What follows belongs to an exercise in optimizing a design on an open flow for small area and a short achievable clock period; a production flow would make more cautious choices. In this exercise RTL edits were held to simulation tests only and were not proved equivalent to the original. Power and IR drop assume default switching activity.

## flow/design.v (module list and top-level ports; edited modules follow where they fit)
// module ALU: 39 lines
// module MUL32LO: 1999 lines
// module ENC: 5 lines
// module BSEL: 3 lines
// module XOR2: 3 lines
// module AND2: 3 lines
// module MAJ: 3 lines
// module ALUControl: 34 lines
// module Control: 52 lines
// module RegisterFile: 16 lines
// module RFBIT: 7 lines
// module CPU: 287 lines
// module OR2: 3 lines
// module A21O: 3 lines
module CPU(
	input  reset                        ,
	input  clk                          ,
	output [31:0] imem_addr             ,
	input  [31:0] imem_data             ,
	output        dmem_re               ,
	output        dmem_we               ,
	output [31:0] dmem_addr             ,
	output [31:0] dmem_wdata            ,
	input  [31:0] dmem_rdata
);
  // ...
==> flow/run.sh <==
#!/bin/bash
# synth_recipe.tcl (not shown) runs the flow's synth.tcl, then flattens the netlist and writes it again
# the make line also repeats each setting of config.mk as NAME=value (left out here)
make -C /OpenROAD-flow-scripts/flow DESIGN_CONFIG=/design/flow/config.mk WORK_HOME=/design/flow/orfs CLKGATE_MAP_FILE= SYNTH_SCRIPT=/design/flow/synth_recipe.tcl finish
==> flow/config.mk <==
export PLATFORM = sky130hd
export DESIGN_NAME = CPU
export DESIGN_NICKNAME = CPU
export VERILOG_FILES = /design/flow/design.v
export SDC_FILE = /design/flow/constraint.sdc
export NUM_CORES = 4
export LEC_CHECK = 0
export CAP_MARGIN = 20
export CORE_MARGIN = 2
export CORE_UTILIZATION = 50
export PLACE_DENSITY = 0.6
export SLEW_MARGIN = 20
export SYNTH_HIERARCHICAL = 1
export SYNTH_MINIMUM_KEEP_SIZE = 0
==> flow/constraint.sdc <==
create_clock -name core_clock -period 13.0 [get_ports {clk}]
set_input_delay 2.6000 -clock core_clock [delete_from_list [all_inputs] [get_ports {clk}]]
set_output_delay 2.6000 -clock core_clock [all_outputs]
set_load 0.01 [all_outputs]
==> flow_summary.json, run 1 <==
{
  "grt-ovfl-total": 0,
  "grt_pass1_wl_um": 498000,
  "clk_share_pct": 5.71,
  "multi_input_gates": 5761,
  "rsz0062_at_grt": "no",
  "worst_pin_slew_ps": 1270,
  "cp.arrival_ps": 7380,
  "crit_slowest_cell": "dfxtp_1",
  "dieArea_sq_mm": 0.178,
  "fmaxAchievable_mhz": 151,
  "gp_routability_congestion": 0.994,
  "num_rows": 153,
  "drt-total-wl_um": 354000,
  "maxSlewHeadroom_pct": 14.6,
  "top_power_group": "sequential cells",
  "ys.warnings.count": 10,
  "seq_share_pct": 41.7,
  "hp-class": "flip-flop to flip-flop",
  "end_kind": "flip-flop",
  "critPathMaxFanout": 15,
  "met3_usage_pct": 7.90,
  "final.period_utilization_pct": 51.1,
  "reg2reg_depth": 20,
  "pg_comb_mw": 4.66,
  "num-fill-cells": 14900,
  "hold_viol": 0,
  "vias": 71300,
  "fin_hold_ws_ps": 346,
  "routed.top_layer": "met5",
  "status": "no timing/DRC/antenna violations",
  "combPwrFrac_pct": 27.6,
  "reg2reg_setup_slack_ps": 6360,
  "viasPerCell": 6.83,
  "clkbuf_count": 229,
  "dr.pass1.iters": 10,
  "grt.total_usage_pct": 38.5,
  "diodes": 11,
  "multi_input_area_sq_mm": 0.0451,
  "power_leakage_nw": 38.0,
  "gr-max-usage-layer": "met2"
}
==> module RFBIT, before the edit <==
module RFBIT(
	input  [30:0] sel,
	input  [30:0] d,
	output q
);
	assign q = |(sel & d);
endmodule
==> run 2, diff against run 1 <==
--- a/flow/design.v
+++ b/flow/design.v
@@ -2029,17 +2029,518 @@
 MAJ m670(.a(x496), .b(c580), .c(x582), .y(c670));
 XOR2 u671(.a(x502), .b(x585), .y(x671));
 XOR2 u672(.a(x671), .b(c583), .y(x672));
 MAJ m673(.a(x502), .b(x585), .c(c583), .y(c673));
 XOR2 u674(.a(x507), .b(x588), .y(x674));
 XOR2 u675(.a(x674), .b(c586), .y(x675));
 wire [31:0] r0 = {x675, x672, x669, x666, x663, x660, x657, x654, x651, x648, x645, x642, x639, x636, x633, x630, x627, x624, x621, x618, x615, x612, x609, x606, x603, x600, x597, x594, x591, x589, pp0_1, b[1]};
 wire [31:0] r1 = {c673, c670, c667, c664, c661, c658, c655, c652, c649, c646, c643, c640, c637, c634, c631, c628, c625, c622, c619, c616, c613, c610, c607, c604, c601, c598, c595, c592, c590, pp1_0, 1'b0, pp0_0};
-assign p = r0 + r1;
+wire [31:0] kp, kg;
+HA k0(.a(r0[0]), .b(r1[0]), .s(kp[0]), .co(kg[0]));
+HA k1(.a(r0[1]), .b(r1[1]), .s(kp[1]), .co(kg[1]));
+HA k2(.a(r0[2]), .b(r1[2]), .s(kp[2]), .co(kg[2]));
+HA k3(.a(r0[3]), .b(r1[3]), .s(kp[3]), .co(kg[3]));
+HA k4(.a(r0[4]), .b(r1[4]), .s(kp[4]), .co(kg[4]));
+HA k5(.a(r0[5]), .b(r1[5]), .s(kp[5]), .co(kg[5]));
+HA k6(.a(r0[6]), .b(r1[6]), .s(kp[6]), .co(kg[6]));
+HA k7(.a(r0[7]), .b(r1[7]), .s(kp[7]), .co(kg[7]));
+HA k8(.a(r0[8]), .b(r1[8]), .s(kp[8]), .co(kg[8]));
+HA k9(.a(r0[9]), .b(r1[9]), .s(kp[9]), .co(kg[9]));
+HA k10(.a(r0[10]), .b(r1[10]), .s(kp[10]), .co(kg[10]));
+HA k11(.a(r0[11]), .b(r1[11]), .s(kp[11]), .co(kg[11]));
+HA k12(.a(r0[12]), .b(r1[12]), .s(kp[12]), .co(kg[12]));
+HA k13(.a(r0[13]), .b(r1[13]), .s(kp[13]), .co(kg[13]));
+HA k14(.a(r0[14]), .b(r1[14]), .s(kp[14]), .co(kg[14]));
+HA k15(.a(r0[15]), .b(r1[15]), .s(kp[15]), .co(kg[15]));
+HA k16(.a(r0[16]), .b(r1[16]), .s(kp[16]), .co(kg[16]));
+HA k17(.a(r0[17]), .b(r1[17]), .s(kp[17]), .co(kg[17]));
+HA k18(.a(r0[18]), .b(r1[18]), .s(kp[18]), .co(kg[18]));
+HA k19(.a(r0[19]), .b(r1[19]), .s(kp[19]), .co(kg[19]));
+HA k20(.a(r0[20]), .b(r1[20]), .s(kp[20]), .co(kg[20]));
+HA k21(.a(r0[21]), .b(r1[21]), .s(kp[21]), .co(kg[21]));
+HA k22(.a(r0[22]), .b(r1[22]), .s(kp[22]), .co(kg[22]));
+HA k23(.a(r0[23]), .b(r1[23]), .s(kp[23]), .co(kg[23]));
+HA k24(.a(r0[24]), .b(r1[24]), .s(kp[24]), .co(kg[24]));
+HA k25(.a(r0[25]), .b(r1[25]), .s(kp[25]), .co(kg[25]));
+HA k26(.a(r0[26]), .b(r1[26]), .s(kp[26]), .co(kg[26]));
+HA k27(.a(r0[27]), .b(r1[27]), .s(kp[27]), .co(kg[27]));
+HA k28(.a(r0[28]), .b(r1[28]), .s(kp[28]), .co(kg[28]));
+HA k29(.a(r0[29]), .b(r1[29]), .s(kp[29]), .co(kg[29]));
+HA k30(.a(r0[30]), .b(r1[30]), .s(kp[30]), .co(kg[30]));
+assign kp[31] = r0[31] ^ r1[31];
+assign kg[31] = 1'b0;
+wire g0_1;
+AO21 a0_1(.a(kp[1]), .b(kg[0]), .c(kg[1]), .y(g0_1));
+wire g0_2;
+AO21 a0_2(.a(kp[2]), .b(kg[1]), .c(kg[2]), .y(g0_2));
+wire p0_2;
+AND2 n0_2(.a(kp[2]), .b(kp[1]), .y(p0_2));
+wire g0_3;
+AO21 a0_3(.a(kp[3]), .b(kg[2]), .c(kg[3]), .y(g0_3));
+wire p0_3;
+AND2 n0_3(.a(kp[3]), .b(kp[2]), .y(p0_3));
+wire g0_4;
+AO21 a0_4(.a(kp[4]), .b(kg[3]), .c(kg[4]), .y(g0_4));
+wire p0_4;
+AND2 n0_4(.a(kp[4]), .b(kp[3]), .y(p0_4));
+wire g0_5;
+AO21 a0_5(.a(kp[5]), .b(kg[4]), .c(kg[5]), .y(g0_5));
+wire p0_5;
+AND2 n0_5(.a(kp[5]), .b(kp[4]), .y(p0_5));
+wire g0_6;
+AO21 a0_6(.a(kp[6]), .b(kg[5]), .c(kg[6]), .y(g0_6));
+wire p0_6;
+AND2 n0_6(.a(kp[6]), .b(kp[5]), .y(p0_6));
+wire g0_7;
+AO21 a0_7(.a(kp[7]), .b(kg[6]), .c(kg[7]), .y(g0_7));
+wire p0_7;
+AND2 n0_7(.a(kp[7]), .b(kp[6]), .y(p0_7));
+wire g0_8;
+AO21 a0_8(.a(kp[8]), .b(kg[7]), .c(kg[8]), .y(g0_8));
+wire p0_8;
+AND2 n0_8(.a(kp[8]), .b(kp[7]), .y(p0_8));
+wire g0_9;
+AO21 a0_9(.a(kp[9]), .b(kg[8]), .c(kg[9]), .y(g0_9));
+wire p0_9;
+AND2 n0_9(.a(kp[9]), .b(kp[8]), .y(p0_9));
+wire g0_10;
+AO21 a0_10(.a(kp[10]), .b(kg[9]), .c(kg[10]), .y(g0_10));
+wire p0_10;
+AND2 n0_10(.a(kp[10]), .b(kp[9]), .y(p0_10));
+wire g0_11;
+AO21 a0_11(.a(kp[11]), .b(kg[10]), .c(kg[11]), .y(g0_11));
+wire p0_11;
+AND2 n0_11(.a(kp[11]), .b(kp[10]), .y(p0_11));
+wire g0_12;
+AO21 a0_12(.a(kp[12]), .b(kg[11]), .c(kg[12]), .y(g0_12));
+wire p0_12;
+AND2 n0_12(.a(kp[12]), .b(kp[11]), .y(p0_12));
+wire g0_13;
+AO21 a0_13(.a(kp[13]), .b(kg[12]), .c(kg[13]), .y(g0_13));
+wire p0_13;
+AND2 n0_13(.a(kp[13]), .b(kp[12]), .y(p0_13));
+wire g0_14;
+AO21 a0_14(.a(kp[14]), .b(kg[13]), .c(kg[14]), .y(g0_14));
+wire p0_14;
+AND2 n0_14(.a(kp[14]), .b(kp[13]), .y(p0_14));
+wire g0_15;
+AO21 a0_15(.a(kp[15]), .b(kg[14]), .c(kg[15]), .y(g0_15));
+wire p0_15;
+AND2 n0_15(.a(kp[15]), .b(kp[14]), .y(p0_15));
+wire g0_16;
+AO21 a0_16(.a(kp[16]), .b(kg[15]), .c(kg[16]), .y(g0_16));
+wire p0_16;
+AND2 n0_16(.a(kp[16]), .b(kp[15]), .y(p0_16));
+wire g0_17;
+AO21 a0_17(.a(kp[17]), .b(kg[16]), .c(kg[17]), .y(g0_17));
+wire p0_17;
+AND2 n0_17(.a(kp[17]), .b(kp[16]), .y(p0_17));
+wire g0_18;
+AO21 a0_18(.a(kp[18]), .b(kg[17]), .c(kg[18]), .y(g0_18));
+wire p0_18;
+AND2 n0_18(.a(kp[18]), .b(kp[17]), .y(p0_18));
+wire g0_19;
+AO21 a0_19(.a(kp[19]), .b(kg[18]), .c(kg[19]), .y(g0_19));
+wire p0_19;
+AND2 n0_19(.a(kp[19]), .b(kp[18]), .y(p0_19));
+wire g0_20;
+AO21 a0_20(.a(kp[20]), .b(kg[19]), .c(kg[20]), .y(g0_20));
+wire p0_20;
+AND2 n0_20(.a(kp[20]), .b(kp[19]), .y(p0_20));
+wire g0_21;
+AO21 a0_21(.a(kp[21]), .b(kg[20]), .c(kg[21]), .y(g0_21));
+wire p0_21;
+AND2 n0_21(.a(kp[21]), .b(kp[20]), .y(p0_21));
+wire g0_22;
+AO21 a0_22(.a(kp[22]), .b(kg[21]), .c(kg[22]), .y(g0_22));
+wire p0_22;
+AND2 n0_22(.a(kp[22]), .b(kp[21]), .y(p0_22));
+wire g0_23;
+AO21 a0_23(.a(kp[23]), .b(kg[22]), .c(kg[23]), .y(g0_23));
+wire p0_23;
+AND2 n0_23(.a(kp[23]), .b(kp[22]), .y(p0_23));
+wire g0_24;
+AO21 a0_24(.a(kp[24]), .b(kg[23]), .c(kg[24]), .y(g0_24));
+wire p0_24;
+AND2 n0_24(.a(kp[24]), .b(kp[23]), .y(p0_24));
+wire g0_25;
+AO21 a0_25(.a(kp[25]), .b(kg[24]), .c(kg[25]), .y(g0_25));
+wire p0_25;
+AND2 n0_25(.a(kp[25]), .b(kp[24]), .y(p0_25));
+wire g0_26;
+AO21 a0_26(.a(kp[26]), .b(kg[25]), .c(kg[26]), .y(g0_26));
+wire p0_26;
+AND2 n0_26(.a(kp[26]), .b(kp[25]), .y(p0_26));
+wire g0_27;
+AO21 a0_27(.a(kp[27]), .b(kg[26]), .c(kg[27]), .y(g0_27));
+wire p0_27;
+AND2 n0_27(.a(kp[27]), .b(kp[26]), .y(p0_27));
+wire g0_28;
+AO21 a0_28(.a(kp[28]), .b(kg[27]), .c(kg[28]), .y(g0_28));
+wire p0_28;
+AND2 n0_28(.a(kp[28]), .b(kp[27]), .y(p0_28));
+wire g0_29;
+AO21 a0_29(.a(kp[29]), .b(kg[28]), .c(kg[29]), .y(g0_29));
+wire p0_29;
+AND2 n0_29(.a(kp[29]), .b(kp[28]), .y(p0_29));
+wire g0_30;
+AO21 a0_30(.a(kp[30]), .b(kg[29]), .c(kg[30]), .y(g0_30));
+wire p0_30;
+AND2 n0_30(.a(kp[30]), .b(kp[29]), .y(p0_30));
+wire g1_2;
+AO21 a1_2(.a(p0_2), .b(kg[0]), .c(g0_2), .y(g1_2));
+wire g1_3;
+AO21 a1_3(.a(p0_3), .b(g0_1), .c(g0_3), .y(g1_3));
+wire g1_4;
+AO21 a1_4(.a(p0_4), .b(g0_2), .c(g0_4), .y(g1_4));
+wire p1_4;
+AND2 n1_4(.a(p0_4), .b(p0_2), .y(p1_4));
+wire g1_5;
+AO21 a1_5(.a(p0_5), .b(g0_3), .c(g0_5), .y(g1_5));
+wire p1_5;
+AND2 n1_5(.a(p0_5), .b(p0_3), .y(p1_5));
+wire g1_6;
+AO21 a1_6(.a(p0_6), .b(g0_4), .c(g0_6), .y(g1_6));
+wire p1_6;
+AND2 n1_6(.a(p0_6), .b(p0_4), .y(p1_6));
+wire g1_7;
+AO21 a1_7(.a(p0_7), .b(g0_5), .c(g0_7), .y(g1_7));
+wire p1_7;
+AND2 n1_7(.a(p0_7), .b(p0_5), .y(p1_7));
+wire g1_8;
+AO21 a1_8(.a(p0_8), .b(g0_6), .c(g0_8), .y(g1_8));
+wire p1_8;
+AND2 n1_8(.a(p0_8), .b(p0_6), .y(p1_8));
+wire g1_9;
+AO21 a1_9(.a(p0_9), .b(g0_7), .c(g0_9), .y(g1_9));
+wire p1_9;
+AND2 n1_9(.a(p0_9), .b(p0_7), .y(p1_9));
+wire g1_10;
+AO21 a1_10(.a(p0_10), .b(g0_8), .c(g0_10), .y(g1_10));
+wire p1_10;
+AND2 n1_10(.a(p0_10), .b(p0_8), .y(p1_10));
+wire g1_11;
+AO21 a1_11(.a(p0_11), .b(g0_9), .c(g0_11), .y(g1_11));
+wire p1_11;
+AND2 n1_11(.a(p0_11), .b(p0_9), .y(p1_11));
+wire g1_12;
+AO21 a1_12(.a(p0_12), .b(g0_10), .c(g0_12), .y(g1_12));
+wire p1_12;
+AND2 n1_12(.a(p0_12), .b(p0_10), .y(p1_12));
+wire g1_13;
+AO21 a1_13(.a(p0_13), .b(g0_11), .c(g0_13), .y(g1_13));
+wire p1_13;
+AND2 n1_13(.a(p0_13), .b(p0_11), .y(p1_13));
+wire g1_14;
+AO21 a1_14(.a(p0_14), .b(g0_12), .c(g0_14), .y(g1_14));
+wire p1_14;
+AND2 n1_14(.a(p0_14), .b(p0_12), .y(p1_14));
+wire g1_15;
+AO21 a1_15(.a(p0_15), .b(g0_13), .c(g0_15), .y(g1_15));
+wire p1_15;
+AND2 n1_15(.a(p0_15), .b(p0_13), .y(p1_15));
+wire g1_16;
+AO21 a1_16(.a(p0_16), .b(g0_14), .c(g0_16), .y(g1_16));
+wire p1_16;
+AND2 n1_16(.a(p0_16), .b(p0_14), .y(p1_16));
+wire g1_17;
+AO21 a1_17(.a(p0_17), .b(g0_15), .c(g0_17), .y(g1_17));
+wire p1_17;
+AND2 n1_17(.a(p0_17), .b(p0_15), .y(p1_17));
+wire g1_18;
+AO21 a1_18(.a(p0_18), .b(g0_16), .c(g0_18), .y(g1_18));
+wire p1_18;
+AND2 n1_18(.a(p0_18), .b(p0_16), .y(p1_18));
+wire g1_19;
+AO21 a1_19(.a(p0_19), .b(g0_17), .c(g0_19), .y(g1_19));
+wire p1_19;
+AND2 n1_19(.a(p0_19), .b(p0_17), .y(p1_19));
+wire g1_20;
+AO21 a1_20(.a(p0_20), .b(g0_18), .c(g0_20), .y(g1_20));
+wire p1_20;
+AND2 n1_20(.a(p0_20), .b(p0_18), .y(p1_20));
+wire g1_21;
+AO21 a1_21(.a(p0_21), .b(g0_19), .c(g0_21), .y(g1_21));
+wire p1_21;
+AND2 n1_21(.a(p0_21), .b(p0_19), .y(p1_21));
+wire g1_22;
+AO21 a1_22(.a(p0_22), .b(g0_20), .c(g0_22), .y(g1_22));
+wire p1_22;
+AND2 n1_22(.a(p0_22), .b(p0_20), .y(p1_22));
+wire g1_23;
+AO21 a1_23(.a(p0_23), .b(g0_21), .c(g0_23), .y(g1_23));
+wire p1_23;
+AND2 n1_23(.a(p0_23), .b(p0_21), .y(p1_23));
+wire g1_24;
+AO21 a1_24(.a(p0_24), .b(g0_22), .c(g0_24), .y(g1_24));
+wire p1_24;
+AND2 n1_24(.a(p0_24), .b(p0_22), .y(p1_24));
+wire g1_25;
+AO21 a1_25(.a(p0_25), .b(g0_23), .c(g0_25), .y(g1_25));
+wire p1_25;
+AND2 n1_25(.a(p0_25), .b(p0_23), .y(p1_25));
+wire g1_26;
+AO21 a1_26(.a(p0_26), .b(g0_24), .c(g0_26), .y(g1_26));
+wire p1_26;
+AND2 n1_26(.a(p0_26), .b(p0_24), .y(p1_26));
+wire g1_27;
+AO21 a1_27(.a(p0_27), .b(g0_25), .c(g0_27), .y(g1_27));
+wire p1_27;
+AND2 n1_27(.a(p0_27), .b(p0_25), .y(p1_27));
+wire g1_28;
+AO21 a1_28(.a(p0_28), .b(g0_26), .c(g0_28), .y(g1_28));
+wire p1_28;
+AND2 n1_28(.a(p0_28), .b(p0_26), .y(p1_28));
+wire g1_29;
+AO21 a1_29(.a(p0_29), .b(g0_27), .c(g0_29), .y(g1_29));
+wire p1_29;
+AND2 n1_29(.a(p0_29), .b(p0_27), .y(p1_29));
+wire g1_30;
+AO21 a1_30(.a(p0_30), .b(g0_28), .c(g0_30), .y(g1_30));
+wire p1_30;
+AND2 n1_30(.a(p0_30), .b(p0_28), .y(p1_30));
+wire g2_4;
+AO21 a2_4(.a(p1_4), .b(kg[0]), .c(g1_4), .y(g2_4));
+wire g2_5;
+AO21 a2_5(.a(p1_5), .b(g0_1), .c(g1_5), .y(g2_5));
+wire g2_6;
+AO21 a2_6(.a(p1_6), .b(g1_2), .c(g1_6), .y(g2_6));
+wire g2_7;
+AO21 a2_7(.a(p1_7), .b(g1_3), .c(g1_7), .y(g2_7));
+wire g2_8;
+AO21 a2_8(.a(p1_8), .b(g1_4), .c(g1_8), .y(g2_8));
+wire p2_8;
+AND2 n2_8(.a(p1_8), .b(p1_4), .y(p2_8));
+wire g2_9;
+AO21 a2_9(.a(p1_9), .b(g1_5), .c(g1_9), .y(g2_9));
+wire p2_9;
+AND2 n2_9(.a(p1_9), .b(p1_5), .y(p2_9));
+wire g2_10;
+AO21 a2_10(.a(p1_10), .b(g1_6), .c(g1_10), .y(g2_10));
+wire p2_10;
+AND2 n2_10(.a(p1_10), .b(p1_6), .y(p2_10));
+wire g2_11;
+AO21 a2_11(.a(p1_11), .b(g1_7), .c(g1_11), .y(g2_11));
+wire p2_11;
+AND2 n2_11(.a(p1_11), .b(p1_7), .y(p2_11));
+wire g2_12;
+AO21 a2_12(.a(p1_12), .b(g1_8), .c(g1_12), .y(g2_12));
+wire p2_12;
+AND2 n2_12(.a(p1_12), .b(p1_8), .y(p2_12));
+wire g2_13;
+AO21 a2_13(.a(p1_13), .b(g1_9), .c(g1_13), .y(g2_13));
+wire p2_13;
+AND2 n2_13(.a(p1_13), .b(p1_9), .y(p2_13));
+wire g2_14;
+AO21 a2_14(.a(p1_14), .b(g1_10), .c(g1_14), .y(g2_14));
+wire p2_14;
+AND2 n2_14(.a(p1_14), .b(p1_10), .y(p2_14));
+wire g2_15;
+AO21 a2_15(.a(p1_15), .b(g1_11), .c(g1_15), .y(g2_15));
+wire p2_15;
+AND2 n2_15(.a(p1_15), .b(p1_11), .y(p2_15));
+wire g2_16;
+AO21 a2_16(.a(p1_16), .b(g1_12), .c(g1_16), .y(g2_16));
+wire p2_16;
+AND2 n2_16(.a(p1_16), .b(p1_12), .y(p2_16));
+wire g2_17;
+AO21 a2_17(.a(p1_17), .b(g1_13), .c(g1_17), .y(g2_17));
+wire p2_17;
+AND2 n2_17(.a(p1_17), .b(p1_13), .y(p2_17));
+wire g2_18;
+AO21 a2_18(.a(p1_18), .b(g1_14), .c(g1_18), .y(g2_18));
+wire p2_18;
+AND2 n2_18(.a(p1_18), .b(p1_14), .y(p2_18));
+wire g2_19;
+AO21 a2_19(.a(p1_19), .b(g1_15), .c(g1_19), .y(g2_19));
+wire p2_19;
+AND2 n2_19(.a(p1_19), .b(p1_15), .y(p2_19));
+wire g2_20;
+AO21 a2_20(.a(p1_20), .b(g1_16), .c(g1_20), .y(g2_20));
+wire p2_20;
+AND2 n2_20(.a(p1_20), .b(p1_16), .y(p2_20));
+wire g2_21;
+AO21 a2_21(.a(p1_21), .b(g1_17), .c(g1_21), .y(g2_21));
+wire p2_21;
+AND2 n2_21(.a(p1_21), .b(p1_17), .y(p2_21));
+wire g2_22;
+AO21 a2_22(.a(p1_22), .b(g1_18), .c(g1_22), .y(g2_22));
+wire p2_22;
+AND2 n2_22(.a(p1_22), .b(p1_18), .y(p2_22));
+wire g2_23;
+AO21 a2_23(.a(p1_23), .b(g1_19), .c(g1_23), .y(g2_23));
+wire p2_23;
+AND2 n2_23(.a(p1_23), .b(p1_19), .y(p2_23));
+wire g2_24;
+AO21 a2_24(.a(p1_24), .b(g1_20), .c(g1_24), .y(g2_24));
+wire p2_24;
+AND2 n2_24(.a(p1_24), .b(p1_20), .y(p2_24));
+wire g2_25;
+AO21 a2_25(.a(p1_25), .b(g1_21), .c(g1_25), .y(g2_25));
+wire p2_25;
+AND2 n2_25(.a(p1_25), .b(p1_21), .y(p2_25));
+wire g2_26;
+AO21 a2_26(.a(p1_26), .b(g1_22), .c(g1_26), .y(g2_26));
+wire p2_26;
+AND2 n2_26(.a(p1_26), .b(p1_22), .y(p2_26));
+wire g2_27;
+AO21 a2_27(.a(p1_27), .b(g1_23), .c(g1_27), .y(g2_27));
+wire p2_27;
+AND2 n2_27(.a(p1_27), .b(p1_23), .y(p2_27));
+wire g2_28;
+AO21 a2_28(.a(p1_28), .b(g1_24), .c(g1_28), .y(g2_28));
+wire p2_28;
+AND2 n2_28(.a(p1_28), .b(p1_24), .y(p2_28));
+wire g2_29;
+AO21 a2_29(.a(p1_29), .b(g1_25), .c(g1_29), .y(g2_29));
+wire p2_29;
+AND2 n2_29(.a(p1_29), .b(p1_25), .y(p2_29));
+wire g2_30;
+AO21 a2_30(.a(p1_30), .b(g1_26), .c(g1_30), .y(g2_30));
+wire p2_30;
+AND2 n2_30(.a(p1_30), .b(p1_26), .y(p2_30));
+wire g3_8;
+AO21 a3_8(.a(p2_8), .b(kg[0]), .c(g2_8), .y(g3_8));
+wire g3_9;
+AO21 a3_9(.a(p2_9), .b(g0_1), .c(g2_9), .y(g3_9));
+wire g3_10;
+AO21 a3_10(.a(p2_10), .b(g1_2), .c(g2_10), .y(g3_10));
+wire g3_11;
+AO21 a3_11(.a(p2_11), .b(g1_3), .c(g2_11), .y(g3_11));
+wire g3_12;
+AO21 a3_12(.a(p2_12), .b(g2_4), .c(g2_12), .y(g3_12));
+wire g3_13;
+AO21 a3_13(.a(p2_13), .b(g2_5), .c(g2_13), .y(g3_13));
+wire g3_14;
+AO21 a3_14(.a(p2_14), .b(g2_6), .c(g2_14), .y(g3_14));
+wire g3_15;
+AO21 a3_15(.a(p2_15), .b(g2_7), .c(g2_15), .y(g3_15));
+wire g3_16;
+AO21 a3_16(.a(p2_16), .b(g2_8), .c(g2_16), .y(g3_16));
+wire p3_16;
+AND2 n3_16(.a(p2_16), .b(p2_8), .y(p3_16));
+wire g3_17;
+AO21 a3_17(.a(p2_17), .b(g2_9), .c(g2_17), .y(g3_17));
+wire p3_17;
+AND2 n3_17(.a(p2_17), .b(p2_9), .y(p3_17));
+wire g3_18;
+AO21 a3_18(.a(p2_18), .b(g2_10), .c(g2_18), .y(g3_18));
+wire p3_18;
+AND2 n3_18(.a(p2_18), .b(p2_10), .y(p3_18));
+wire g3_19;
+AO21 a3_19(.a(p2_19), .b(g2_11), .c(g2_19), .y(g3_19));
+wire p3_19;
+AND2 n3_19(.a(p2_19), .b(p2_11), .y(p3_19));
+wire g3_20;
+AO21 a3_20(.a(p2_20), .b(g2_12), .c(g2_20), .y(g3_20));
+wire p3_20;
+AND2 n3_20(.a(p2_20), .b(p2_12), .y(p3_20));
+wire g3_21;
+AO21 a3_21(.a(p2_21), .b(g2_13), .c(g2_21), .y(g3_21));
+wire p3_21;
+AND2 n3_21(.a(p2_21), .b(p2_13), .y(p3_21));
+wire g3_22;
+AO21 a3_22(.a(p2_22), .b(g2_14), .c(g2_22), .y(g3_22));
+wire p3_22;
+AND2 n3_22(.a(p2_22), .b(p2_14), .y(p3_22));
+wire g3_23;
+AO21 a3_23(.a(p2_23), .b(g2_15), .c(g2_23), .y(g3_23));
+wire p3_23;
+AND2 n3_23(.a(p2_23), .b(p2_15), .y(p3_23));
+wire g3_24;
+AO21 a3_24(.a(p2_24), .b(g2_16), .c(g2_24), .y(g3_24));
+wire p3_24;
+AND2 n3_24(.a(p2_24), .b(p2_16), .y(p3_24));
+wire g3_25;
+AO21 a3_25(.a(p2_25), .b(g2_17), .c(g2_25), .y(g3_25));
+wire p3_25;
+AND2 n3_25(.a(p2_25), .b(p2_17), .y(p3_25));
+wire g3_26;
+AO21 a3_26(.a(p2_26), .b(g2_18), .c(g2_26), .y(g3_26));
+wire p3_26;
+AND2 n3_26(.a(p2_26), .b(p2_18), .y(p3_26));
+wire g3_27;
+AO21 a3_27(.a(p2_27), .b(g2_19), .c(g2_27), .y(g3_27));
+wire p3_27;
+AND2 n3_27(.a(p2_27), .b(p2_19), .y(p3_27));
+wire g3_28;
+AO21 a3_28(.a(p2_28), .b(g2_20), .c(g2_28), .y(g3_28));
+wire p3_28;
+AND2 n3_28(.a(p2_28), .b(p2_20), .y(p3_28));
+wire g3_29;
+AO21 a3_29(.a(p2_29), .b(g2_21), .c(g2_29), .y(g3_29));
+wire p3_29;
+AND2 n3_29(.a(p2_29), .b(p2_21), .y(p3_29));
+wire g3_30;
+AO21 a3_30(.a(p2_30), .b(g2_22), .c(g2_30), .y(g3_30));
+wire p3_30;
+AND2 n3_30(.a(p2_30), .b(p2_22), .y(p3_30));
+wire g4_16;
+AO21 a4_16(.a(p3_16), .b(kg[0]), .c(g3_16), .y(g4_16));
+wire g4_17;
+AO21 a4_17(.a(p3_17), .b(g0_1), .c(g3_17), .y(g4_17));
+wire g4_18;
+AO21 a4_18(.a(p3_18), .b(g1_2), .c(g3_18), .y(g4_18));
+wire g4_19;
+AO21 a4_19(.a(p3_19), .b(g1_3), .c(g3_19), .y(g4_19));
+wire g4_20;
+AO21 a4_20(.a(p3_20), .b(g2_4), .c(g3_20), .y(g4_20));
+wire g4_21;
+AO21 a4_21(.a(p3_21), .b(g2_5), .c(g3_21), .y(g4_21));
+wire g4_22;
+AO21 a4_22(.a(p3_22), .b(g2_6), .c(g3_22), .y(g4_22));
+wire g4_23;
+AO21 a4_23(.a(p3_23), .b(g2_7), .c(g3_23), .y(g4_23));
+wire g4_24;
+AO21 a4_24(.a(p3_24), .b(g3_8), .c(g3_24), .y(g4_24));
+wire g4_25;
+AO21 a4_25(.a(p3_25), .b(g3_9), .c(g3_25), .y(g4_25));
+wire g4_26;
+AO21 a4_26(.a(p3_26), .b(g3_10), .c(g3_26), .y(g4_26));
+wire g4_27;
+AO21 a4_27(.a(p3_27), .b(g3_11), .c(g3_27), .y(g4_27));
+wire g4_28;
+AO21 a4_28(.a(p3_28), .b(g3_12), .c(g3_28), .y(g4_28));
+wire g4_29;
+AO21 a4_29(.a(p3_29), .b(g3_13), .c(g3_29), .y(g4_29));
+wire g4_30;
+AO21 a4_30(.a(p3_30), .b(g3_14), .c(g3_30), .y(g4_30));
+assign p[0] = kp[0];
+XOR2 kx1(.a(kp[1]), .b(kg[0]), .y(p[1]));
+XOR2 kx2(.a(kp[2]), .b(g0_1), .y(p[2]));
+XOR2 kx3(.a(kp[3]), .b(g1_2), .y(p[3]));
+XOR2 kx4(.a(kp[4]), .b(g1_3), .y(p[4]));
+XOR2 kx5(.a(kp[5]), .b(g2_4), .y(p[5]));
+XOR2 kx6(.a(kp[6]), .b(g2_5), .y(p[6]));
+XOR2 kx7(.a(kp[7]), .b(g2_6), .y(p[7]));
+XOR2 kx8(.a(kp[8]), .b(g2_7), .y(p[8]));
+XOR2 kx9(.a(kp[9]), .b(g3_8), .y(p[9]));
+XOR2 kx10(.a(kp[10]), .b(g3_9), .y(p[10]));
+XOR2 kx11(.a(kp[11]), .b(g3_10), .y(p[11]));
+XOR2 kx12(.a(kp[12]), .b(g3_11), .y(p[12]));
+XOR2 kx13(.a(kp[13]), .b(g3_12), .y(p[13]));
+XOR2 kx14(.a(kp[14]), .b(g3_13), .y(p[14]));
+XOR2 kx15(.a(kp[15]), .b(g3_14), .y(p[15]));
+XOR2 kx16(.a(kp[16]), .b(g3_15), .y(p[16]));
+XOR2 kx17(.a(kp[17]), .b(g4_16), .y(p[17]));
+XOR2 kx18(.a(kp[18]), .b(g4_17), .y(p[18]));
+XOR2 kx19(.a(kp[19]), .b(g4_18), .y(p[19]));
+XOR2 kx20(.a(kp[20]), .b(g4_19), .y(p[20]));
+XOR2 kx21(.a(kp[21]), .b(g4_20), .y(p[21]));
+XOR2 kx22(.a(kp[22]), .b(g4_21), .y(p[22]));
+XOR2 kx23(.a(kp[23]), .b(g4_22), .y(p[23]));
+XOR2 kx24(.a(kp[24]), .b(g4_23), .y(p[24]));
+XOR2 kx25(.a(kp[25]), .b(g4_24), .y(p[25]));
+XOR2 kx26(.a(kp[26]), .b(g4_25), .y(p[26]));
+XOR2 kx27(.a(kp[27]), .b(g4_26), .y(p[27]));
+XOR2 kx28(.a(kp[28]), .b(g4_27), .y(p[28]));
+XOR2 kx29(.a(kp[29]), .b(g4_28), .y(p[29]));
+XOR2 kx30(.a(kp[30]), .b(g4_29), .y(p[30]));
+XOR2 kx31(.a(kp[31]), .b(g4_30), .y(p[31]));
 endmodule
 module ENC(input x2, input x1, input x0, output one, output two, output nneg);
 	assign one = x1 ^ x0;
 	assign two = (x2 & ~x1 & ~x0) | (~x2 & x1 & x0);
 	assign nneg = ~x2;
 endmodule
 module BSEL(input one, input two, input nneg, input x, input y, output p);
 	assign p = ~(((one & x) | (two & y)) ^ nneg);
@@ -2048,16 +2549,23 @@
 	assign y = a ^ b;
 endmodule
 module AND2(input a, input b, output y);
 	assign y = a & b;
 endmodule
 module MAJ(input a, input b, input c, output y);
 	assign y = (a & b) | (a & c) | (b & c);
 endmodule
+module AO21(input a, input b, input c, output y);
+	assign y = (a & b) | c;
+endmodule
+module HA(input a, input b, output s, output co);
+	assign s = a ^ b;
+	assign co = a & b;
+endmodule
 module ALUControl(
 	input  [4 -1:0] ALUOp      ,
 	input  [6 -1:0] Funct      ,
 	output [11-1:0] ALUSel     ,  
 	output Sign
 );
 	assign Sign = (ALUOp[2:0] == 3'b010) ? ~Funct[0] : ~ALUOp[3];
 	reg [10:0] f;
@@ -2155,17 +2663,28 @@
 		end
 	endgenerate
 endmodule
 module RFBIT(
 	input  [30:0] sel,
 	input  [30:0] d,
 	output q
 );
-	assign q = |(sel & d);
+	wire [9:0] y;
+	genvar k;
+	generate
+		for (k = 0; k < 10; k = k + 1) begin : g
+			AOI222 a(.a1(sel[3*k]), .b1(d[3*k]), .a2(sel[3*k+1]), .b2(d[3*k+1]),
+			         .a3(sel[3*k+2]), .b3(d[3*k+2]), .y(y[k]));
+		end
+	endgenerate
+	assign q = ~(&y) | (sel[30] & d[30]);
+endmodule
+module AOI222(input a1, input b1, input a2, input b2, input a3, input b3, output y);
+	assign y = ~((a1 & b1) | (a2 & b2) | (a3 & b3));
 endmodule
 module CPU(
 	input  reset                        ,
 	input  clk                          ,
 	output [31:0] imem_addr             ,
 	input  [31:0] imem_data             ,
 	output        dmem_re               ,
 	output        dmem_we               ,
==> flow/flow/run.sh (new file) <==
#!/bin/bash
# The standard layout (the standard.sh, with the standard synthesis), with
# two changes to how the layout is optimised; the clock period and the
# constraints are the design's:
# - a larger setup margin for the resizer's timing repair, so that it keeps
#   improving the critical paths beyond what the clock period requires;
# - the port buffers (every input and output still gets one) are buf_4
#   instead of the default clkdlybuf4s50_1 delay cell.
set -euo pipefail
export SETUP_SLACK_MARGIN=8
export BUFFER_PORTS_ARGS="-inputs -outputs -buffer_cell sky130_fd_sc_hd__buf_4"
bash standard.sh > standard_flow.log 2>&1
==> flow/standard.sh (new file) <==
#!/bin/bash
# synth_recipe.tcl (not shown) runs the flow's synth.tcl, then flattens the netlist and writes it again
# the make line also repeats each setting of config.mk as NAME=value (left out here)
make -C /OpenROAD-flow-scripts/flow DESIGN_CONFIG=/design/flow/config.mk WORK_HOME=/design/flow/orfs CLKGATE_MAP_FILE= SYNTH_SCRIPT=/design/flow/synth_recipe.tcl "${@:-finish}"
==> flow/config.mk (replaced) <==
export PLATFORM = sky130hd
export DESIGN_NAME = CPU
export DESIGN_NICKNAME = CPU
export VERILOG_FILES = /design/flow/design.v
export SDC_FILE = /design/flow/constraint.sdc
export NUM_CORES = 4
export LEC_CHECK = 0
export CAP_MARGIN = 0
export CORE_MARGIN = 2
export CORE_UTILIZATION = 50
export PLACE_DENSITY = 0.6
export SLEW_MARGIN = 0
export SYNTH_HIERARCHICAL = 1
export SYNTH_MINIMUM_KEEP_SIZE = 0
removed: flow/run.sh
==> run 2 against run 1 <==
Effect of this change:
- critical path depth up 3
- die area fell by 1.2%
- area after synthesis is 1.2% lower
- via count up 2.5%
- sequential cell count stayed put
- combinational power shrank 2%
- routed wire length is 5.0% higher
- sequential share of layout area shrank 1.1 points
- sequential power up 1%
- utilization is 2.3 points higher
- cell count down 0.98%
- largest cell class unchanged
- largest power group unchanged
==> flow_summary.json, run 2 <==
{
  "status": "no timing/DRC/antenna violations",
  "met3_usage_pct": 9.59,
  "grt-ovfl-total": 0,
  "critPathMaxFanout": 5,
  "ys.warnings.count": 10,
  "cp.arrival_ps": 6070,
  "wl_per_cell_um": 35.9,
  "antenna_found_initial": 28,
  "cts-buffers-inserted": 160,
  "synth_cells": 7324,
  "fin_skew_ps": 35.0,
  "power_density_mw_per_mm2": 164,
  "placeableCoreArea_sq_mm": 0.172,
  "rr_startpoint": "IDEX_mb[12]",
  "fmaxAchievable_mhz": 187,
  "clk_latency_ps": 860,
  "layout_commonest_cell": "edfxtp_1",
  "grt_pass1_vias": 70500,
  "cap_violations": 0,
  "syn_area_sq_mm": 0.0862,
  "maxSlewHeadroom_pct": 2.67,
  "vias": 73100,
  "num-fill-cells": 14100,
  "dr.pass1.iters": 11,
  "fin_ws_ps": 7640,
  "drt-initial-drc-count": 11900,
  "peakVddDrop_mv": 0.123,
  "viasPerCell": 7.07,
  "dieWidth_um": 419,
  "period_needed_ps": 5360,
  "drc": 0,
  "fin_nets": 8133,
  "cts_hold_buf": 0,
  "placed_cell_area_sq_mm": 0.0914,
  "dieArea_sq_mm": 0.176,
  "cts_buffer_depth": 3,
  "cts_root_buf": "clkbuf_16",
  "hp-class": "flip-flop to flip-flop",
  "final_cell_mix": "edfxtp_1 (992), xor2_1 (694), a222oi_1 (641)",
  "cts_max_level": 4,
  "timing.rr.end": "EXMEM_ALU_out[22]",
  "gr-max-usage-layer": "met2",
  "fp.dieH_um": 419,
  "end_kind": "flip-flop",
  "cts_tree": "done",
  "finalSetupViolCount": 0,
  "grt_use_met2_pct": 62.7,
  "worst_pin_slew_ps": 1440,
  "whs_endpoint": "EXMEM_MemtoReg[0]",
  "numPortBuffers": 163,
  "grt_max_degree": 72,
  "floorplan.initialDensity_pct": 50.3,
  "met1_usage_pct": 50.9,
  "regMostFlops": "RF_data",
  "grt.total_usage_pct": 41.0,
  "startpoint_type": "flip-flop",
  "final.period_utilization_pct": 41.2,
  "drive_gt1_share_pct": 24.4,
  "place_ws_ps": 6860,
  "critical_path_required_ps": 13720,
  "drt-total-wl_um": 371000,
  "gp_routability_congestion": 0.986,
  "area_growth_pct": 17.6,
  "reg2reg_depth": 23,
  "path_clk_slew_ps": 60,
  "worstHoldStart": "IDEX_MemtoReg[0]",
  "num_rows": 152,
  "final_util_pct": 59.1,
  "tns_ps": 0,
  "final_area_sq_mm": 0.101,
  "critical_path_class": "flip-flop to flip-flop",
  "ant_nets": 0,
  "startpoint": "IDEX_mb[12]",
  "largest_register_ffs": 992,
  "avgSynthCellArea_sq_um": 11.8,
  "slew_violations": 0,
  "clock-sinks": 1530,
  "hold_depth": 0,
  "pin_count": 164,
  "power_leakage_nw": 40.9,
  "rsz0062_at_grt": "yes",
  "final_cell_count_no_fill": 10300,
  "grt_pass1_wl_um": 515000,
  "reg2reg_setup_slack_ps": 7640,
  "placed_cells": 9745,
  "hold_viol": 0,
  "dp_hpwl_um": 240000
}
-- run 2: cell count changes in the layout (fill, tap and decap cells not counted), moves of 65 or more --
cell,previous run,this run
xor2_2,5,127
nand3_1,184,52
buf_4,215,547
a222oi_1,67,641
xor2_1,824,694
and2_1,115,180
clkdlybuf4s50_1,163,0
a22oi_1,785,16
a2111o_1,0,65
a21o_1,192,303
-- run 2: power breakdown --
part	leakage (nW)	internal, mW	switching (mW)
Sequential	13.9	6.23	1.22
Clock	2.51	2.55	2.04
Combinational	24.5	1.74	2.84
-- run 2: routing by layer --
| metal | routed length [um] | up-vias |
|---|---|---|
| met4 | 32800 | 10 |
| met3 | 41400 | 1286 |
| met5 | 72 | - |
| met1 | 134000 | 36300 |
| li1 | - | 30300 |
| met2 | 163000 | 5170 |
-- run 2: stage by stage --
step	hold WS [ps]	total power [mW]
after floorplan	331	9.60
after global placement	332	11.8
after detailed placement	335	11.9
after CTS	352	16.4
after global routing	356	17.1
final	352	16.6
-- run 2: how the worst max path moves through the flow --
stage,end,depth (start not counted)
2_1_floorplan,EXMEM_ALU_out[31],21
3_3_place_gp,IDEX_in1[28],19
3_5_place_dp,IDEX_in1[30],18
4_1_cts,EXMEM_ALU_out[31],23
5_1_grt,EXMEM_ALU_out[25],23
6_report,EXMEM_ALU_out[22],23
-- run 2: repair_timing --
item / 4_1_cts / 5_1_grt
resized for setup: 249 / 128
pin swaps: 141 / 105
setup endpoints to repair: 117 / 121
gates cloned: 3 / 0
buffers inserted: 222 / 55
-- run 2: area by class of cell --
| cell class | instances | area, sq um | area share, % |
|---|---|---|---|
| Clock buffer | 225 | 4490 | 4.43 |
| Tap cell | 2310 | 2890 | 2.85 |
| Inverter | 126 | 526 | 0.518 |
| Multi-Input combinational cell | 5424 | 46000 | 45.4 |
| Timing Repair Buffer | 635 | 5530 | 5.45 |
| Antenna cell | 26 | 65.1 | 0.0642 |
| Sequential cell | 1530 | 41200 | 40.6 |
| Clock inverter | 67 | 696 | 0.686 |
-- run 2: critical path: stages (launching register included) --
cell and delay (ps):
dfxtp_4 360, buf_6 130, nand2b_4 140, o22ai_4 190, buf_6 150, buf_16 100
a22oi_2 40, xor2_1 290, xor2_1 240, xor2_1 290, xor2_1 220, xor2_1 250
xor2_1 200, xor2_1 280, xor2_1 280, xor2_2 310, ha_4 290, and2_4 170
a21o_1 190, a21o_1 210, a21o_1 180, a21o_4 210, xor2_4 220, or2_1 250
==> run 3, diff against run 2 <==
--- a/flow/config.mk
+++ b/flow/config.mk
@@ -8,6 +8,9 @@
 export CAP_MARGIN = 0
 export CORE_MARGIN = 2
 export CORE_UTILIZATION = 50
+export CTS_BUF_LIST = sky130_fd_sc_hd__clkbuf_8
+export CTS_CLUSTER_DIAMETER = 50
+export CTS_CLUSTER_SIZE = 14
 export PLACE_DENSITY = 0.6
 export SLEW_MARGIN = 0
 export SYNTH_HIERARCHICAL = 1
==> run 3 against run 2 <==
Effect of this change:
- die area did not move
- critical path depth is 1 lower
- largest cell class unchanged
- first-iteration DRC count decreased by 0.42%
- non-clock buffer count up 1
- worst setup slack improved by 130 ps
- clock skew increased by 41 ps
- global-route usage decreased by 0.16 points
- clock-buffer cell count fell by 58
- area after synthesis unchanged
- combinational power hardly changed
==> flow_summary.json, run 3 <==
{
  "clock-sinks": 1530,
  "dr.pass1.iters": 14,
  "drt-initial-drc-count": 11900,
  "ys.warnings.count": 10,
  "cap_violations": 0,
  "cts_hold_buf": 0,
  "drive_gt1_share_pct": 24.4,
  "clk_latency_ps": 1020,
  "crit_slowest_cell": "dfxtp_4",
  "grt_pass1_vias": 70200,
  "drt-met1-wl_um": 135000,
  "path_clk_slew_ps": 80,
  "power_leakage_nw": 40.1,
  "cp_cell_sequence": "buf_8, nand2_2, o22ai_4, buf_6, a22oi_2, xor2_1, buf_4, maj3_2, xor2_1, xor2_1, xor2_1, xor2_2, xor2_1, xor2_1, ha_2, and2_4, a21o_1, a21o_1, a21o_1, a21o_4, xor2_4, or2_1",
  "placeableCoreArea_sq_mm": 0.172,
  "grt_max_degree": 72,
  "wl_met3_um": 40000,
  "num_rows": 152,
  "vias": 72700,
  "wl_per_cell_um": 35.8,
  "end_kind": "flip-flop",
  "fin_nets": 8130,
  "dieWidth_um": 419,
  "finalSetupViolCount": 0,
  "grt.total_usage_pct": 40.9,
  "critical_path_required_ps": 13840,
  "cts_max_level": 4,
  "antenna_found_initial": 28,
  "maxSlewHeadroom_pct": 2.41,
  "worst_pin_slew_ps": 1450,
  "viasPerCell": 7.04,
  "final_cell_mix": "edfxtp_1 (992), xor2_1 (707), a222oi_1 (641)",
  "placed_cells": 9745,
  "gp_routability_congestion": 0.986,
  "seqCellArea_sq_mm": 0.0412,
  "ant_nets": 0,
  "grt_pass1_wl_um": 513000,
  "avgSynthCellArea_sq_um": 11.8,
  "hp-class": "flip-flop to flip-flop",
  "final.period_utilization_pct": 40.2,
  "status": "no timing/DRC/antenna violations",
  "dieArea_sq_mm": 0.176,
  "area_growth_pct": 15.0,
  "num-fill-cells": 14300,
  "largest_register_ffs": 992,
  "hold_viol": 0,
  "slew_violations": 0,
  "routed.top_layer": "met5",
  "grt-ovfl-total": 0,
  "final_area_sq_mm": 0.0992,
  "pin_count": 164,
  "fin_ws_ps": 7770,
  "layout_commonest_cell": "edfxtp_1",
  "critPathMaxFanout": 7,
  "syn_area_sq_mm": 0.0862,
  "peakVddDrop_mv": 0.0963,
  "cts_buffer_depth": 3,
  "regMostFlops": "RF_data",
  "floorplan.initialDensity_pct": 50.3,
  "place_ws_ps": 6860,
  "placed_cell_area_sq_mm": 0.0914,
  "cp.arrival_ps": 6060,
  "fin_skew_ps": 75.7,
  "fmaxAchievable_mhz": 191,
  "critical_path_class": "flip-flop to flip-flop",
  "drt-total-wl_um": 370000,
  "cts_tree": "done",
  "cts_root_buf": "clkbuf_8",
  "rsz0062_at_grt": "yes",
  "drc": 0,
  "synth_cells": 7324,
  "dp_hpwl_um": 240000,
  "cpPeakStageDelay_ps": 470,
  "fp.dieH_um": 419,
  "numPortBuffers": 163,
  "power_density_mw_per_mm2": 154,
  "crit_top_cell": "xor2_1",
  "multi_input_area_sq_mm": 0.0459,
  "final_cell_count_no_fill": 10300,
  "tns_ps": 0,
  "startpoint_type": "flip-flop",
  "met2WireLength_um": 163000,
  "period_needed_ps": 5230,
  "cts-buffers-inserted": 156
}
==> run 3: cell count changes in the layout (fill, tap and decap cells not counted), moves of 15 or more <==
cell / change
clkbuf_1: -45
clkbuf_16: -164
clkbuf_8: +151
clkinv_1: -15
inv_1: +40
inv_8: +18
==> run 3: final cells by class <==
class	instances	share of cell area [%]
Multi-Input combinational cell	5424	46.2
Clock inverter	112	0.896
Inverter	126	0.534
Clock buffer	167	2.32
Sequential cell	1530	41.5
Antenna cell	18	0.0454
Timing Repair Buffer	636	5.52
Tap cell	2310	2.91
==> run 3: power by group <==
part | internal (mW) | switching, mW | leakage (nW)
Sequential | 6.22 | 1.22 | 13.9
Clock | 1.35 | 1.89 | 1.78
Combinational | 1.74 | 2.84 | 24.5
==> run 3: stage by stage <==
stage / power, mW / util, % / hold WS (ps)
finish: 15.3 / 57.8 / 358
detailed placement: 11.9 / 53.3 / 335
floorplan: 9.60 / - / 331
global placement: 11.8 / 53.3 / 332
CTS: 15.1 / 57.2 / 357
global route: 15.8 / 57.8 / 362
==> run 3: layer usage <==
layer,up-vias,global-route usage [%]
met3,1266,8.87
met2,4975,62.8
met5,-,0
li1,30300,-
met4,12,29.6
met1,36200,51.0
==> run 3: timing repair <==
| action | in CTS | in global routing |
|---|---|---|
| setup endpoints to repair | 118 | 109 |
| cloned | 4 | 0 |
| pin swaps | 165 | 102 |
| resized for setup | 260 | 91 |
| setup buffers | 216 | 61 |
==> run 3: critical path, delay by kind of cell, from the launching register on <==
kind | cells | cell delay (ps)
AOI/OAI and AO/OA | 6 | 1040
xor gates and xnor gates | 8 | 1840
adders and majority gates | 2 | 690
buffers and inverters | 3 | 500
DFF | 1 | 470
and+or+nand+nor | 3 | 500
==> run 3: worst paths after layout <==
kind                       slack (ps)        startpoint           endpoint  cells after the start
setup / recovery                 7770       IDEX_mb[13]  EXMEM_ALU_out[22]                     22
hold / removal                    360  IDEX_MemtoReg[0]  EXMEM_MemtoReg[0]                      0
setup reg to reg                 7770       IDEX_mb[13]  EXMEM_ALU_out[22]                     22
hold reg to reg                   360  IDEX_MemtoReg[0]  EXMEM_MemtoReg[0]                      0
max in group asynchronous        9740             reset              PC[4]                      3
min in group asynchronous        1730             reset   IDEX_MemtoReg[0]                      2

[re-timing with driven ports]
The results above use ideal ports. As a check the final layouts listed here were re-extracted and re-timed, cells and wires unchanged.
Step 1, drivers: a clkbuf_16 drives clk and a buf_2 each remaining input, both assumed.
Step 2 adds t to the input delays and takes it off the output delays; t is the mean of the earliest and latest rising clock arrival at the registers after step 1. Input paths then give back, and output paths get back, about the clock's delay inside the block.
a / b / c = no drivers / after step 1 / after step 2; a / b = the first two.
run	t (ns)	setup WS [ns]	worst hold slack (ns)	clock arrival spread, ns	worst data-port slew with drivers (ns)
run 1	0.912	6.363 / 6.363 / 6.363	0.346 / 0.346 / 0.346	0.065 / 0.064	0.32
run 2	0.919	7.644 / 7.644 / 7.235	0.352 / 0.352 / 0.352	0.037 / 0.037	0.27
run 3	1.050	7.774 / 7.774 / 7.201	0.358 / 0.358 / 0.358	0.079 / 0.079	0.29
After both steps every run listed still meets setup and hold. For run 3, which loses most, drivers alone change the setup slack by 0.000 ns; drivers and shift together by -0.573 ns.
